Source: an optimization exercise on an open RTL-to-GDS flow (aim: small area and a short achievable clock period). Production flows keep margins and buffers that such runs may drop.
Function was checked by simulation only, so behaviour that the tests miss may differ from the original.
The clock port is modelled as an ideal driver; clocking choices that lean on that would not hold on a real chip.

==> delta: inputs <==
==> flow/design.v (excerpt) <==
module rotational_cordic (
  output logic data_out_rot,
  output logic [15:0] xprime,
  output logic [15:0] yprime,
  input logic [15:0] x,
  input logic [15:0] y,
  input logic [15:0] theta,
  input logic clk, reset, start
);
clock: 13.0 ns
lec_check: 0
cap_margin: 20
core_margin: 2
core_utilization: 75
cts_cluster_diameter: 100
cts_cluster_size: 30
slew_margin: 20
standard.sh (not shown) runs the stock make flow with config.mk's settings and CLKGATE_MAP_FILE= SYNTH_SCRIPT=/design/flow/synth_recipe.tcl, a recipe that flattens the netlist after the stock synthesis.
==> flow/flow/run.sh <==
#!/bin/bash
set -euo pipefail
export BUFFER_PORTS_ARGS="-buffer_cell sky130_fd_sc_hd__buf_2"
export SETUP_SLACK_MARGIN=9.4
bash standard.sh finish > standard.log 2>&1
==> sierra (differences from delta) <==
Settings changed: CORE_UTILIZATION 75 to 65, CTS_CLUSTER_DIAMETER 100 to 60, CTS_CLUSTER_SIZE 30 to 25.
==> maple (differences from delta) <==
Settings changed: CORE_UTILIZATION 75 to 80.
==> yarrow (differences from delta) <==
==> flow/flow/run.sh (replaced) <==
#!/bin/bash
set -euo pipefail
export BUFFER_PORTS_ARGS="-buffer_cell sky130_fd_sc_hd__buf_2"
export SETUP_SLACK_MARGIN=9.3
export POST_CTS_TCL="$PWD/flow/recover.tcl"
bash standard.sh finish > standard.log 2>&1
==> flow/flow/recover.tcl (new file) <==
# Downsize cells that have timing slack beyond the setup margin (area/power recovery).
log_cmd estimate_parasitics -placement
log_cmd repair_timing -recover_power 100 -setup_margin $::env(SETUP_SLACK_MARGIN)
set result [catch { detailed_placement } msg]
if { $result != 0 } { error "Detailed placement failed after power recovery: $msg" }
check_placement -verbose
==> notes.md <==
- The highest global-route usage belongs to maple, the lowest to sierra.
- In area after synthesis, delta and maple do not differ.
- Sequential cell count is the same in yarrow and maple.
- Via count: sierra < yarrow < delta < maple.
- Fmax: sierra is smaller than delta (about 0.8%).
- Against yarrow, the register-to-register slack of delta is better by 0.07 ns.
- In synthesized cell count, yarrow and maple do not differ.
- In delta the clock skew is higher than in yarrow, by 0.0086 ns.
- The highest sequential share of layout area belongs to maple, the lowest to sierra.

---

==> cedar: inputs <==
rotational_cordic again, from the RTL that the note above started with.
export LEC_CHECK = 0
export CAP_MARGIN = 20
export CORE_MARGIN = 2
export CORE_UTILIZATION = 75
export CTS_CLUSTER_DIAMETER = 120
export CTS_CLUSTER_SIZE = 28
export SLEW_MARGIN = 20
create_clock -name core_clock -period 13.0 [get_ports {clk}]
==> flow/flow/run.sh <==
#!/bin/bash
set -euo pipefail
export BUFFER_PORTS_ARGS="-buffer_cell sky130_fd_sc_hd__buf_2"
export SETUP_SLACK_MARGIN=9.4
bash standard.sh finish > standard.log 2>&1
==> harbor (differences from cedar) <==
--- a/flow/config.mk
+++ b/flow/config.mk
@@ -7,7 +7,7 @@
 export LEC_CHECK = 0
 export CAP_MARGIN = 20
 export CORE_MARGIN = 2
-export CORE_UTILIZATION = 75
-export CTS_CLUSTER_DIAMETER = 120
-export CTS_CLUSTER_SIZE = 28
+export CORE_UTILIZATION = 65
+export CTS_CLUSTER_DIAMETER = 50
+export CTS_CLUSTER_SIZE = 20
 export SLEW_MARGIN = 20
==> fjord (differences from cedar) <==
--- a/flow/config.mk
+++ b/flow/config.mk
@@ -8,6 +8,6 @@
 export CAP_MARGIN = 20
 export CORE_MARGIN = 2
 export CORE_UTILIZATION = 75
-export CTS_CLUSTER_DIAMETER = 120
-export CTS_CLUSTER_SIZE = 28
+export CTS_CLUSTER_DIAMETER = 130
+export CTS_CLUSTER_SIZE = 30
 export SLEW_MARGIN = 20
==> results.cfg <==
[routing]
wire_per_inst_um = 14.8

[place]
place_ws_ps = 9010

[run_status]
status = finished clean

[layout]
signal_buffers = 102

[timing]
period_share = 0.284

[global_routing]
grt.met3_usage = 0.0292

[cts]
clk_latency_ps = 590
(the above is from cedar)
==> results.cfg <==
[routing]
wire_per_inst_um = 14.7

[timing]
period_share = 0.288

[place]
place_ws_ps = 9010

[cts]
clk_latency_ps = 640

[run_status]
status = finished clean
(the above is from fjord)
==> results.cfg <==
[cts]
clk_latency_ps = 640
htreeDepth = 3

[layout]
signal_buffers = 99

[yosys]
synth_edf_count = 0
yosys.cell_types.count = 69

[run_status]
status = finished clean

[global_routing]
grt.met3_usage = 0.0313

[timing]
period_share = 0.284

[routing]
wire_per_inst_um = 14.1
(the above is from harbor)

---

==> run F <==
Starting RTL as in the previous note.
==> flow/config.mk <==
export PLATFORM = sky130hd
export DESIGN_NAME = rotational_cordic
export DESIGN_NICKNAME = rotational_cordic
export VERILOG_FILES = /design/flow/design.v
export SDC_FILE = /design/flow/constraint.sdc
export NUM_CORES = 4
export LEC_CHECK = 0
export CAP_MARGIN = 20
export CORE_MARGIN = 2
export CORE_UTILIZATION = 75
export CTS_CLUSTER_DIAMETER = 90
export CTS_CLUSTER_SIZE = 32
export SLEW_MARGIN = 20
==> flow/constraint.sdc <==
create_clock -name core_clock -period 13.0 [get_ports {clk}]
set_input_delay 2.6000 -clock core_clock [delete_from_list [all_inputs] [get_ports {clk}]]
set_output_delay 2.6000 -clock core_clock [all_outputs]
set_load 0.01 [all_outputs]
Scripts as last shown in full above: flow/flow/run.sh
==> inputs of run D, as changes to run F <==
==> flow/flow/run.sh (replaced) <==
#!/bin/bash
set -euo pipefail
export BUFFER_PORTS_ARGS="-buffer_cell sky130_fd_sc_hd__buf_2"
bash standard.sh finish > standard.log 2>&1
CTS_CLUSTER_DIAMETER = 120   (was 90)
CTS_CLUSTER_SIZE = 28   (was 32)
==> notes.md <==
R2r endpoint: run F x15[16]$_DFF_P_; run D y11[16]$_DFF_P_
Total clock buffers created by CTS: run F 37; run D 35
Endpoint of the worst setup timing path: run F data_out_rot; run D y11[16]$_DFF_P_
Smallest hold slack: run F 0.336 ns; run D 0.331 ns
Result of the run: run F complete, no violations; run D complete, no violations
Final design instance area without fill: run F 47700 sq um; run D 47100 sq um
Met2 routing resource usage after global routing: run F 47.3%; run D 46.5%
DR WL met3: run F 1890 um; run D 2060 um
Worst-case reg-to-reg path depth: run F 14; run D 16
Max_slew headroom: run F 32.3%; run D 29.7%
Non-filler instance count after layout: run F 5290; run D 5257
Vias per cell: run F 5.39; run D 5.37
Reg-to-Reg Start: run F t14[1]$_DFF_P_; run D t10[5]$_DFF_P_
Worst Hold Launch: run F t7[4]$_DFF_P_; run D t8[5]$_DFF_P_
Non-clock buffering overhead in the final layout: run F 1.25%; run D 0.977%

## afterwards: timing with drivers on the ports
How much do the figures lean on ideal ports? The routed layouts below were timed once more, with nothing changed but the port constraints. Step 1 sets driving cells, clkbuf_16 on the clock port and buf_2 on the other inputs (assumed; they add their load-dependent delay and slew). Step 2, shift: input delay + t, output delay - t, t = (earliest + latest rising clock arrival at the registers) / 2. This alone moves slack from input paths to output paths. Slacks: ideal ports / drivers / drivers and shift; pairs: ideal ports / drivers.
run | t (ns) | setup WS [ns] | worst setup path at the end
delta | 0.649 | 9.303 / 9.242 / 9.440 | register to register
sierra | 0.708 | 9.272 / 9.203 / 9.438 | register to register
maple | 0.700 | 9.249 / 9.185 / 9.449 | register to register
yarrow | 0.657 | 9.302 / 9.240 / 9.366 | register to register
cedar | 0.647 | 9.310 / 9.244 / 9.444 | register to register
harbor | 0.694 | 9.302 / 9.236 / 9.469 | register to register
fjord | 0.691 | 9.262 / 9.200 / 9.451 | register to register
run F | 0.643 | 9.307 / 9.245 / 9.439 | register to register
run D | 0.649 | 9.047 / 9.047 / 9.047 | register to register
After both steps setup and hold are still met in every run listed.
